What follows belongs to an exercise in optimizing a design on an open flow for small area; a production flow would make more cautious choices.
Only simulation tests tie the RTL to the original design; equivalence was not proved.
The flow treats the clock pin as an ideal source. Dropping or thinning the clock tree relies on that and would not hold on a real chip.
Power and IR drop assume default switching activity.

==> module dcf77, before the edit <==
module dcf77(input               reset,        
	     input               clk,          
	     input               clk_en,       
	     input               rx,           
	     output logic [58:0] data_shift,   
	     output logic        error,        
	     output logic        sync);        
   logic [0:3]  rx_s;            
   logic [0:2]  rx_d;            
   logic [7:0]  counter_start;   
   logic [4:0]  counter_pulse;   
   logic        data_valid;      
   logic        valid;
   logic        rise,fall,start,d;
   logic        par1,par2,par3;  
   always_comb
     begin
	rise =rx_d[1] && !rx_d[2];   
	fall =!rx_d[1] && rx_d[2];   
	start=rise && (counter_start>8'd151 || counter_start==8'd0);
	counter_pulse=counter_start[4:0]-5'd2;
	d    =counter_pulse>=5'd15;  
     end
   always_ff @(posedge clk)
     if(reset)
       begin
	  rx_s              <='0;
	  rx_d              <='0;
	  counter_start     <='0;
	  data_shift        <='0;
	  {par1,par2,par3}  <='0;
	  error             <='1;
	  data_valid        <='0;
       end
     else if(clk_en)
       begin
	  rx_s<={rx,rx_s[0:2]};
	  rx_d[0]<=(rx_s[1] && rx_s[2]) || (rx_s[2] && rx_s[3]) || (rx_s[1] && rx_s[3]);
	  rx_d[1:2]<=rx_d[0:1];
	  if(rise)
	    counter_start<=8'd2;
	  else
	    counter_start<=counter_start+8'd1;
	  if(fall)
	    begin
	       data_shift<={d,data_shift[58:1]};
	       par1<=par1^data_shift[29]^data_shift[21];
	       par2<=par2^data_shift[36]^data_shift[29];
	       par3<=par3^d^data_shift[36];
	    end
	  data_valid<=start && valid;
	  if(start)
	    error<=!valid;
       end
   always_comb sync=data_valid & clk_en;
   logic p1,p2,p3;                    
   logic start_of_minute,             
	 start_of_encoding_times,
	 minutes,hours,day_of_month,
	 day_of_week_ok,month_ok,year_ok;
   always_comb
     begin:validy_check
	p1=!par1;  
	p2=!par2;  
	p3=!par3;  
	start_of_minute=!data_shift[0];
	start_of_encoding_times=data_shift[20];
	minutes       =(data_shift[27:25]<6 && data_shift[24:21]<10);
	hours         =(data_shift[34:33]<3 && data_shift[32:29]<10 && !(data_shift[34:33]==2 && data_shift[32:29]>3));
	day_of_month  =(data_shift[39:36]<10 && !(data_shift[41:40]==3 && data_shift[39:36]>1));
	day_of_week_ok=(data_shift[44:42]>0);
	month_ok      =(data_shift[48:45]<10 && !(data_shift[49]==1 && data_shift[48:45]>2));
	year_ok       =(data_shift[57:54]<10 && data_shift[53:50]<10);
	valid=(p1 && p2 && p3 &&
	       start_of_minute && start_of_encoding_times &&
	       minutes && hours &&
	       day_of_month && day_of_week_ok &&
	       month_ok && year_ok);
     end:validy_check
endmodule
clock: 10.0 ns
lec_check: 0
abc_area: 1
cap_margin: 20
core_margin: 2
core_utilization: 60
slew_margin: 20
standard.sh (not shown) runs the stock make flow with config.mk's settings and CLKGATE_MAP_FILE= SYNTH_SCRIPT=/design/flow/synth_recipe.tcl, a recipe that flattens the netlist after the stock synthesis.
==> flow/flow/run.sh <==
#!/bin/bash
# Layout flow: the standard synthesis, then its combinational logic
# re-mapped for area by ABC (the registers, their names and cells are kept as
# the standard synthesis made them), then the standard layout steps with
# buf_1 port buffers and a clock tree made by flow/manual_cts.tcl.
# Each tool's output goes to its own log file in the work folder.
set -euo pipefail
R=orfs/results/sky130hd/dcf77_clock_top/base

bash standard.sh synth > 1_standard_synth.log 2>&1
cp "$R/1_2_yosys.v" standard_synth.v

# re-map, and use the result only if it is proven equivalent
if yosys -c flow/resyn.tcl > 2_resyn.log 2>&1 &&
   yosys -c flow/equiv.tcl > 3_equiv.log 2>&1; then
  # the re-mapped netlist replaces the synthesis result; make rebuilds from it
  cp resyn.v "$R/1_2_yosys.v"
else
  echo "re-mapping not used" > 3_equiv_failed.txt
fi

bash standard.sh finish \
  BUFFER_PORTS_ARGS="-buffer_cell sky130_fd_sc_hd__buf_1" \
  PRE_CTS_TCL="$PWD/flow/manual_cts.tcl" \
  > 4_standard_layout.log 2>&1
Other scripts of this flow, unchanged in this note and not shown: flow/flow/conb.v, flow/flow/equiv.tcl, flow/flow/manual_cts.tcl, flow/flow/resyn.abc, flow/flow/resyn.tcl
==> next run, changes <==
--- a/flow/design.v
+++ b/flow/design.v
@@ -30,10 +30,10 @@
 	     output logic        error,        
 	     output logic        sync);        
    logic [0:3]  rx_s;            
    logic [0:2]  rx_d;            
-   logic [7:0]  counter_start;   
    logic [4:0]  counter_pulse;   
+   logic [7:0]  counter_start;   
    logic        data_valid;      
    logic        valid;
    logic        rise,fall,start,d;
    logic        par1,par2,par3;  
@@ -41,18 +41,17 @@
      begin
 	rise =rx_d[1] && !rx_d[2];   
 	fall =!rx_d[1] && rx_d[2];   
 	start=rise && (counter_start>8'd151 || counter_start==8'd0);
-	counter_pulse=counter_start[4:0]-5'd2;
 	d    =counter_pulse>=5'd15;  
      end
    always_ff @(posedge clk)
      if(reset)
        begin
 	  rx_s              <='0;
 	  rx_d              <='0;
 	  counter_start     <='0;
-	  data_shift        <='0;
+	  data_shift[58:20] <='0;
 	  {par1,par2,par3}  <='0;
 	  error             <='1;
 	  data_valid        <='0;
        end
@@ -66,17 +65,27 @@
 	  else
 	    counter_start<=counter_start+8'd1;
 	  if(fall)
 	    begin
-	       data_shift<={d,data_shift[58:1]};
+	       data_shift[58:20]<={d,data_shift[58:21]};
 	       par1<=par1^data_shift[29]^data_shift[21];
 	       par2<=par2^data_shift[36]^data_shift[29];
 	       par3<=par3^d^data_shift[36];
 	    end
 	  data_valid<=start && valid;
 	  if(start)
 	    error<=!valid;
        end
+   always_ff @(posedge clk)
+     if(clk_en)
+       begin
+	  if(rx_d[0:1]==2'b10)  
+	    counter_pulse<=5'd0;
+	  else if(rx_d[0:1]==2'b11)  
+	    counter_pulse<=counter_pulse+5'd1;
+	  if(fall)
+	    data_shift[19:0]<=data_shift[20:1];
+       end
    always_comb sync=data_valid & clk_en;
    logic p1,p2,p3;                    
    logic start_of_minute,             
 	 start_of_encoding_times,
After rerunning: Setup slack is worse by 0.30 ns; clock power barely changes; cell area is higher by 3.7%; maximum frequency falls by 4.4%; die area rises by 3.9%; synthesized cell count shrinks by 4.3%; cell count came out lower by 2.9%; routed wire length climbs by 2.8%; area after synthesis grows by 4.1%; sequential cell count grows by 5; sequential power increases by 5.0%; first-iteration DRC count increases by 22%.
In every run of this note, the design's own scripts or RTL, not TritonCTS, make the clock network.

========
== oak ==
dcf77_clock_top, a different RTL version from the one above (not shown whole).
For scale: roughly 700 cells after synthesis.
==> module dcf77, before the edit <==
module dcf77(input               reset,        
	     input               clk,          
	     input               clk_en,       
	     input               rx,           
	     output logic [58:0] data_shift,   
	     output logic        error,        
	     output logic        sync);        
   logic [0:3]  rx_s;            
   logic [0:2]  rx_d;            
   logic [7:0]  counter_start;   
   logic [4:0]  counter_pulse;   
   logic        data_valid;      
   logic        valid;
   logic        rise,fall,start,d;
   logic        par1,par2,par3;  
   always_comb
     begin
	rise =rx_d[1] && !rx_d[2];   
	fall =!rx_d[1] && rx_d[2];   
	start=rise && (counter_start>8'd151 || counter_start==8'd0);
	counter_pulse=counter_start[4:0]-5'd2;
	d    =counter_pulse>=5'd15;  
     end
   always_ff @(posedge clk)
     if(reset)
       begin
	  rx_s              <='0;
	  rx_d              <='0;
	  counter_start     <='0;
	  data_shift[58:20] <='0;
	  {par1,par2,par3}  <='0;
	  error             <='1;
	  data_valid        <='0;
       end
     else if(clk_en)
       begin
	  rx_s<={rx,rx_s[0:2]};
	  rx_d[0]<=(rx_s[1] && rx_s[2]) || (rx_s[2] && rx_s[3]) || (rx_s[1] && rx_s[3]);
	  rx_d[1:2]<=rx_d[0:1];
	  if(rise)
	    counter_start<=8'd2;
	  else
	    counter_start<=counter_start+8'd1;
	  if(fall)
	    begin
	       data_shift[58:20]<={d,data_shift[58:21]};
	       par1<=par1^data_shift[29]^data_shift[21];
	       par2<=par2^data_shift[36]^data_shift[29];
	       par3<=par3^d^data_shift[36];
	    end
	  data_valid<=start && valid;
	  if(start)
	    error<=!valid;
       end
   always_ff @(posedge clk)
     if(clk_en)
       begin
	  if(fall)
	    data_shift[19:0]<=data_shift[20:1];
       end
   always_comb sync=data_valid & clk_en;
   logic p1,p2,p3;                    
   logic start_of_minute,             
	 start_of_encoding_times,
	 minutes,hours,day_of_month,
	 day_of_week_ok,month_ok,year_ok;
   always_comb
     begin:validy_check
	p1=!par1;  
	p2=!par2;  
	p3=!par3;  
	start_of_minute=!data_shift[0];
	start_of_encoding_times=data_shift[20];
	minutes       =(data_shift[27:25]<6 && data_shift[24:21]<10);
	hours         =(data_shift[34:33]<3 && data_shift[32:29]<10 && !(data_shift[34:33]==2 && data_shift[32:29]>3));
	day_of_month  =(data_shift[39:36]<10 && !(data_shift[41:40]==3 && data_shift[39:36]>1));
	day_of_week_ok=(data_shift[44:42]>0);
	month_ok      =(data_shift[48:45]<10 && !(data_shift[49]==1 && data_shift[48:45]>2));
	year_ok       =(data_shift[57:54]<10 && data_shift[53:50]<10);
	valid=(p1 && p2 && p3 &&
	       start_of_minute && start_of_encoding_times &&
	       minutes && hours &&
	       day_of_month && day_of_week_ok &&
	       month_ok && year_ok);
     end:validy_check
endmodule
clock: 10.0 ns
lec_check: 0
abc_area: 1
cap_margin: 20
core_margin: 2
core_utilization: 60
slew_margin: 20
Scripts as last shown in full above: flow/flow/run.sh
Other scripts of this flow, unchanged in this note and not shown: flow/flow/conb.v, flow/flow/equiv.tcl, flow/flow/manual_cts.tcl, flow/flow/resyn.abc, flow/flow/resyn.tcl
[inputs] pine vs oak
--- a/flow/design.v
+++ b/flow/design.v
@@ -29,31 +29,31 @@
 	     output logic [58:0] data_shift,   
 	     output logic        error,        
 	     output logic        sync);        
    logic [0:3]  rx_s;            
    logic [0:2]  rx_d;            
-   logic [7:0]  counter_start;   
    logic [4:0]  counter_pulse;   
+   logic [7:0]  counter_start;   
    logic        data_valid;      
    logic        valid;
    logic        rise,fall,start,d;
    logic        par1,par2,par3;  
    always_comb
      begin
 	rise =rx_d[1] && !rx_d[2];   
 	fall =!rx_d[1] && rx_d[2];   
 	start=rise && (counter_start>8'd151 || counter_start==8'd0);
-	counter_pulse=counter_start[4:0]-5'd2;
 	d    =counter_pulse>=5'd15;  
      end
    always_ff @(posedge clk)
      if(reset)
        begin
 	  rx_s              <='0;
 	  rx_d              <='0;
 	  counter_start     <='0;
-	  data_shift[58:20] <='0;
+	  counter_pulse     <='0;
+	  data_shift        <='0;
 	  {par1,par2,par3}  <='0;
 	  error             <='1;
 	  data_valid        <='0;
        end
      else if(clk_en)
@@ -63,27 +63,25 @@
 	  rx_d[1:2]<=rx_d[0:1];
 	  if(rise)
 	    counter_start<=8'd2;
 	  else
 	    counter_start<=counter_start+8'd1;
+	  if(rx_d[0:1]==2'b10)  
+	    counter_pulse<=5'd0;
+	  else if(rx_d[0:1]==2'b11)  
+	    counter_pulse<=counter_pulse+5'd1;
 	  if(fall)
 	    begin
-	       data_shift[58:20]<={d,data_shift[58:21]};
+	       data_shift<={d,data_shift[58:1]};
 	       par1<=par1^data_shift[29]^data_shift[21];
 	       par2<=par2^data_shift[36]^data_shift[29];
 	       par3<=par3^d^data_shift[36];
 	    end
 	  data_valid<=start && valid;
 	  if(start)
 	    error<=!valid;
        end
-   always_ff @(posedge clk)
-     if(clk_en)
-       begin
-	  if(fall)
-	    data_shift[19:0]<=data_shift[20:1];
-       end
    always_comb sync=data_valid & clk_en;
    logic p1,p2,p3;                    
    logic start_of_minute,             
 	 start_of_encoding_times,
 	 minutes,hours,day_of_month,
## What came out
- pine vs. oak: width of the die picked up an extra 1.3%; global placement routability congestion has decreased; full die area rose 2.7%.
- STATUS fmax: pine loses against oak
- pine vs oak, capturing element of the worst setup path: hex1[2] vs hex0[4]
- oak leaves more setup margin than pine.
- pine gives more clock group share of total power than oak did.
- [compare] base=oak new=pine: footprint of the multi-input gates saw an increase, net switching power of the design saw an increase.
In every run of this note, the design's own scripts or RTL, not TritonCTS, make the clock network.

==> afterwards: timing with drivers on the ports <==
The results above use ideal ports. As a check the final layouts listed here were re-extracted and re-timed, cells and wires unchanged.
Step 1 assumes that a clkbuf_16 drives the clock port and a buf_2 every other input.
Step 2, shift: input delay + t, output delay - t, t = (earliest + latest rising clock arrival at the registers) / 2. This alone moves slack from input paths to output paths.
Three values: ideal, step 1, step 2; two values: the first two.
run	shift t [ns]	setup slack, ns	worst hold slack (ns)
the first run of note 1	0.494	3.455 / 3.431 / 3.431	0.433 / 0.433 / 0.433
the second run of note 1	0.502	3.152 / 3.125 / 3.125	0.427 / 0.427 / 0.427
oak	0.485	3.481 / 3.457 / 3.457	0.427 / 0.427 / 0.427
pine	0.505	3.012 / 2.985 / 2.756	0.434 / 0.434 / 0.434
After both steps setup and hold are still met in every run listed. The setup slack of pine, which loses most, moves by -0.027 ns with the drivers and by -0.256 ns with both steps.
